This design comes from an exercise in tuning for small area on the open sky130 flow, not from production work.
The RTL was checked by simulation tests, not by an equivalence proof against the original design.
No activity file was given, so power comes from the tool's default toggle rates.

// ddr4_access_top
module ddr4_access_top (
      input  wire         pr_logic_clk_clk,
      input  wire         iopll_locked,
      input  wire         pr_logic_mm_waitrequest,
      input  wire [511:0] pr_logic_mm_readdata,
      input  wire         pr_logic_mm_readdatavalid,
      output reg  [4:0]   pr_logic_mm_burstcount,
      output reg  [511:0] pr_logic_mm_writedata,
      output reg  [30:0]  pr_logic_mm_address,
      output reg          pr_logic_mm_write,
      output reg          pr_logic_mm_read,
      output reg  [63:0]  pr_logic_mm_byteenable,
      output reg          pr_logic_mm_debugaccess,
      input  wire         local_cal_success,
      input  wire         local_cal_fail,
      output wire         ddr4a_global_reset,
      output reg          pr_logic_reset,
      output reg          pr_logic_cra_waitrequest,
      output wire [31:0]  pr_logic_cra_readdata,
      output wire         pr_logic_cra_readdatavalid,
      input  wire [0:0]   pr_logic_cra_burstcount,
      input  wire [31:0]  pr_logic_cra_writedata,
      input  wire [13:0]  pr_logic_cra_address,
      input  wire         pr_logic_cra_write,
      input  wire         pr_logic_cra_read,
      input  wire [3:0]   pr_logic_cra_byteenable,
      input  wire         pr_logic_cra_debugaccess,
      input  wire         pr_logic_reset_reset_n
   );
clock: 5.0 ns
lec_check: 0
cap_margin: 20
core_area: 10 10 290 290
die_area: 0 0 300 300
place_density: 0.75
slew_margin: 20
standard.sh (not shown) runs the stock make flow with config.mk's settings and CLKGATE_MAP_FILE= SYNTH_SCRIPT=/design/flow/synth_recipe.tcl, a recipe that flattens the netlist after the stock synthesis.
==> flow/flow/run.sh <==
#!/bin/bash
# The standard ORFS layout (standard.sh), with these changes:
# - the smallest buffer (buf_1) on every input and output port;
# - pins on met2 and met4 at the top and bottom edges (met3 at the sides);
# - one tie cell per constant instead of one per constant output;
# - a clock tree of small buffers without dummy loads.
set -euo pipefail
export CTS_ARGS="-sink_clustering_enable -repair_clock_nets -dont_use_dummy_load -buf_list sky130_fd_sc_hd__clkbuf_8 -sink_clustering_size 17 -sink_clustering_max_diameter 55"
bash standard.sh "BUFFER_PORTS_ARGS=-buffer_cell sky130_fd_sc_hd__buf_1" "IO_PLACER_V=met2 met4" "SKIP_REPAIR_TIE_FANOUT=1" finish > flow_make.log 2>&1
The first run finished clean.
Change:
--- a/flow/design.v
+++ b/flow/design.v
@@ -94,35 +94,38 @@
       cs_q   <= cal_success;
       cf_q   <= cal_fail;
       iop_q  <= iopll_locked;
       err_q  <= pr_op_err;
       pass_d <= pass;
       sw_d   <= sw_reset;
       if (first || sw_d) cnt_q <= 32'h0;
       else               cnt_q <= cnt_q + {31'h0, pass_d};
    end
-   wire [31:0] reg0 = first ? 32'hace0_beef
-                            : {15'h0, iop_q, 2'b00, cf_q, cs_q, 2'b00, err_q, 8'hef};
-   wire [31:0] reg3 = first ? 32'hbee3_beef : cnt_q;
-   reg [31:0] rsel;
-   always @(*) begin
-      case (ra)
-         3'd0: rsel = reg0;
-         3'd1: rsel = r1;
-         3'd2: rsel = r2;
-         3'd3: rsel = reg3;
-         3'd4: rsel = r4;
-         3'd5: rsel = r5;
-         3'd6: rsel = r6;
-         default: rsel = r7;
-      endcase
-   end
-   always @(posedge clk) rdata <= addr_ok ? rsel : 32'haabb_ccdd;
+   wire [7:0] sel;
+   genvar gs;
+   generate
+      for (gs = 0; gs < 8; gs = gs + 1) begin : g_sel
+         assign sel[gs] = addr_ok && (ra == gs);
+      end
+   endgenerate
+   wire sel0_live = sel[0] & ~first;
+   wire sel0_rst  = sel[0] & first;
+   wire sel3_live = sel[3] & ~first;
+   wire sel3_rst  = sel[3] & first;
+   wire [31:0] reg0_live = {15'h0, iop_q, 2'b00, cf_q, cs_q, 2'b00, err_q, 8'h00};
+   wire [31:0] rmux =
+        ({32{sel0_live}} & reg0_live)   | ({32{sel[0]}} & 32'h0000_00ef) |
+        ({32{sel0_rst}} & 32'hace0_be00) |
+        ({32{sel[1]}} & r1) | ({32{sel[2]}} & r2) |
+        ({32{sel3_live}} & cnt_q) | ({32{sel3_rst}} & 32'hbee3_beef) |
+        ({32{sel[4]}} & r4) | ({32{sel[5]}} & r5) | ({32{sel[6]}} & r6) | ({32{sel[7]}} & r7) |
+        ({32{~addr_ok}} & 32'haabb_ccdd);
+   always @(posedge clk) rdata <= rmux;
    assign pr_logic_cra_readdata      = rdata;
    assign pr_logic_cra_readdatavalid = rvalid;
    always @(*) pr_logic_cra_waitrequest = first;
    wire [1:0]  mode        = r1[1:0];
    wire        start_operation = r1[2];
    wire        emif_reset  = r1[4];
    wire        load_seed   = r1[5];
    wire [7:0]  limit       = r1[15:8];
    wire [31:0] mem_addr    = r2;
@@ -219,20 +222,23 @@
                     ~(lfsr[26] ^ lfsr[0]), ~(lfsr[25] ^ lfsr[0]), lfsr[24:1]};
    end
    localparam [1:0] T_IDLE = 2'd0, T_ACTIVE = 2'd1, T_WAIT = 2'd2;
    reg  [1:0]  t_state, t_next;
    reg         start_traffic_generator_q;
    reg         completed_q;
    reg  [30:0] initial_addr;
    reg  [30:0] target_address;
    reg  [31:0] target_seed;      
-   wire [31:0] final_addr   = (mode == 2'b00) ? 32'h003f_ffff : mem_addr + {24'h0, limit};
-   wire        at_final     = (target_address == final_addr[30:0]);
+   wire [30:0] lim_w    = {23'h0, limit};
+   wire [30:0] carry_in = target_address ^ mem_addr[30:0] ^ lim_w;
+   wire [30:0] carry_out = (mem_addr[30:0] & lim_w) | ((mem_addr[30:0] | lim_w) & ~target_address);
+   wire        at_sum   = ~carry_in[0] & (carry_in[30:1] == carry_out[29:0]);
+   wire        at_final = (mode == 2'b00) ? (target_address == 31'h003f_ffff) : at_sum;
    wire        start_ddr_wr_rd = (t_state != T_IDLE);
    assign      ddr_access_completed = completed_q;
    always @(*) begin
       case (t_state)
          T_IDLE:   t_next = (!(at_final && |target_address) && start_traffic_generator) ? T_ACTIVE : T_IDLE;
          T_ACTIVE: t_next = at_final ? T_IDLE : T_WAIT;
          default:  t_next = (pass | fail) ? T_ACTIVE : T_WAIT;
       endcase
    end
Final cell count shrinks by about 5.4%.
Routed wire length falls by 5.6%.
Design area fell by 4.3%.
Total power fell by about 3%.
Utilization shrinks by 1.7 points.

---

ddr4_access_top, a different RTL version from the one above (not shown whole).
Size: about 2400 cells after synthesis, about 1200 I/O pins, about 27000 um2 of cells after synthesis.
clock: 5.0 ns
lec_check: 0
cap_margin: 20
core_area: 10 10 290 290
die_area: 0 0 300 300
place_density: 0.75
slew_margin: 20
==> flow/flow/run.sh <==
#!/bin/bash
# The standard ORFS layout (standard.sh), with these changes:
# - the smallest buffer (buf_1) on every input and output port;
# - pins on met2 and met4 at the top and bottom edges (met3 at the sides);
# - one tie cell per constant instead of one per constant output;
# - a clock tree of small buffers without dummy loads.
set -euo pipefail
export CTS_ARGS="-sink_clustering_enable -repair_clock_nets -dont_use_dummy_load -buf_list sky130_fd_sc_hd__clkbuf_8 -sink_clustering_size 15 -sink_clustering_max_diameter 50"
bash standard.sh "BUFFER_PORTS_ARGS=-buffer_cell sky130_fd_sc_hd__buf_1" "IO_PLACER_V=met2 met4" "SKIP_REPAIR_TIE_FANOUT=1" finish > flow_make.log 2>&1
Change:
--- a/flow/design.v
+++ b/flow/design.v
@@ -55,26 +55,25 @@
    wire        ddr_access_completed;
    reg         clear_start_operation;
    reg  [1:0]  pr_op_err;
    wire        addr_ok = ~|pr_logic_cra_address[13:5];
    wire [2:0]  ra      = pr_logic_cra_address[4:2];
    wire        wr_ok   = pr_logic_cra_write & addr_ok;
    function automatic [31:0] inc32(input [31:0] x, input ci);
       reg [32:0] c;
       integer i;
       begin
          c[0] = ci;
          for (i = 0; i < 32; i = i + 1)
-            if ((i + 1) % 8 == 0) c[i+1] = ci & (&(x | ~((33'h1 << (i + 1)) - 33'h1)));
-            else                c[i+1] = c[i] & x[i];
+            c[i+1] = c[i] & x[i];
          inc32 = x ^ c[31:0];
       end
    endfunction
    function automatic [31:0] merge(input [31:0] old, input [31:0] wd, input [3:0] be);
       merge = { be[3] ? wd[31:24] : old[31:24],
                 be[2] ? wd[23:16] : old[23:16],
                 be[1] ? wd[15:8]  : old[15:8],
                 be[0] ? wd[7:0]   : old[7:0] };
    endfunction
    always @(posedge clk or negedge rst_n) begin
       if (!rst_n) begin
          first <= 1'b1;
Result:
- This time the run completed, yet does not pass: setup timing
- utilization grows by 1.2 points
- total power came out lower by 14%
- synthesized cell count goes up by 0.87%
- register-to-register slack got worse by 2.4 ns
- design area increases by 3.1%
- die area does not change
- critical path depth increases by 33
- worst setup slack degrades by 2.0 ns
- area after synthesis is lower by 0.71%

-- port drivers added, routing unchanged --
The results above use ideal ports. As a check the final layouts listed here were re-extracted and re-timed, cells and wires unchanged. Step 1 (the two cells are an assumption about what drives the block):
set clk [get_ports {pr_logic_clk_clk}]
set_driving_cell -lib_cell sky130_fd_sc_hd__clkbuf_16 $clk
set_driving_cell -lib_cell sky130_fd_sc_hd__buf_2 [delete_from_list [all_inputs] $clk]
Step 2 also shifts input and output timing later by t, the mid clock arrival at the registers, as if the neighbouring blocks saw the same clock. Three values: ideal, step 1, step 2; two values: the first two.
run | t (ns) | setup slack, ns | worst slew at a driven data input, ns
the first run of note 1 | 0.669 | 0.748 / 0.748 / 0.748 | 0.27
the second run of note 1 | 0.643 | 1.206 / 1.153 / 0.731 | 0.27
the first run of note 2 | 0.653 | 1.440 / 1.390 / 0.908 | 0.26
the second run of note 2 | 0.633 | -0.587 / -0.587 / -0.587 | 0.30
The setup slack of the first run of note 2, which loses most, moves by -0.050 ns with the drivers and by -0.532 ns with both steps.
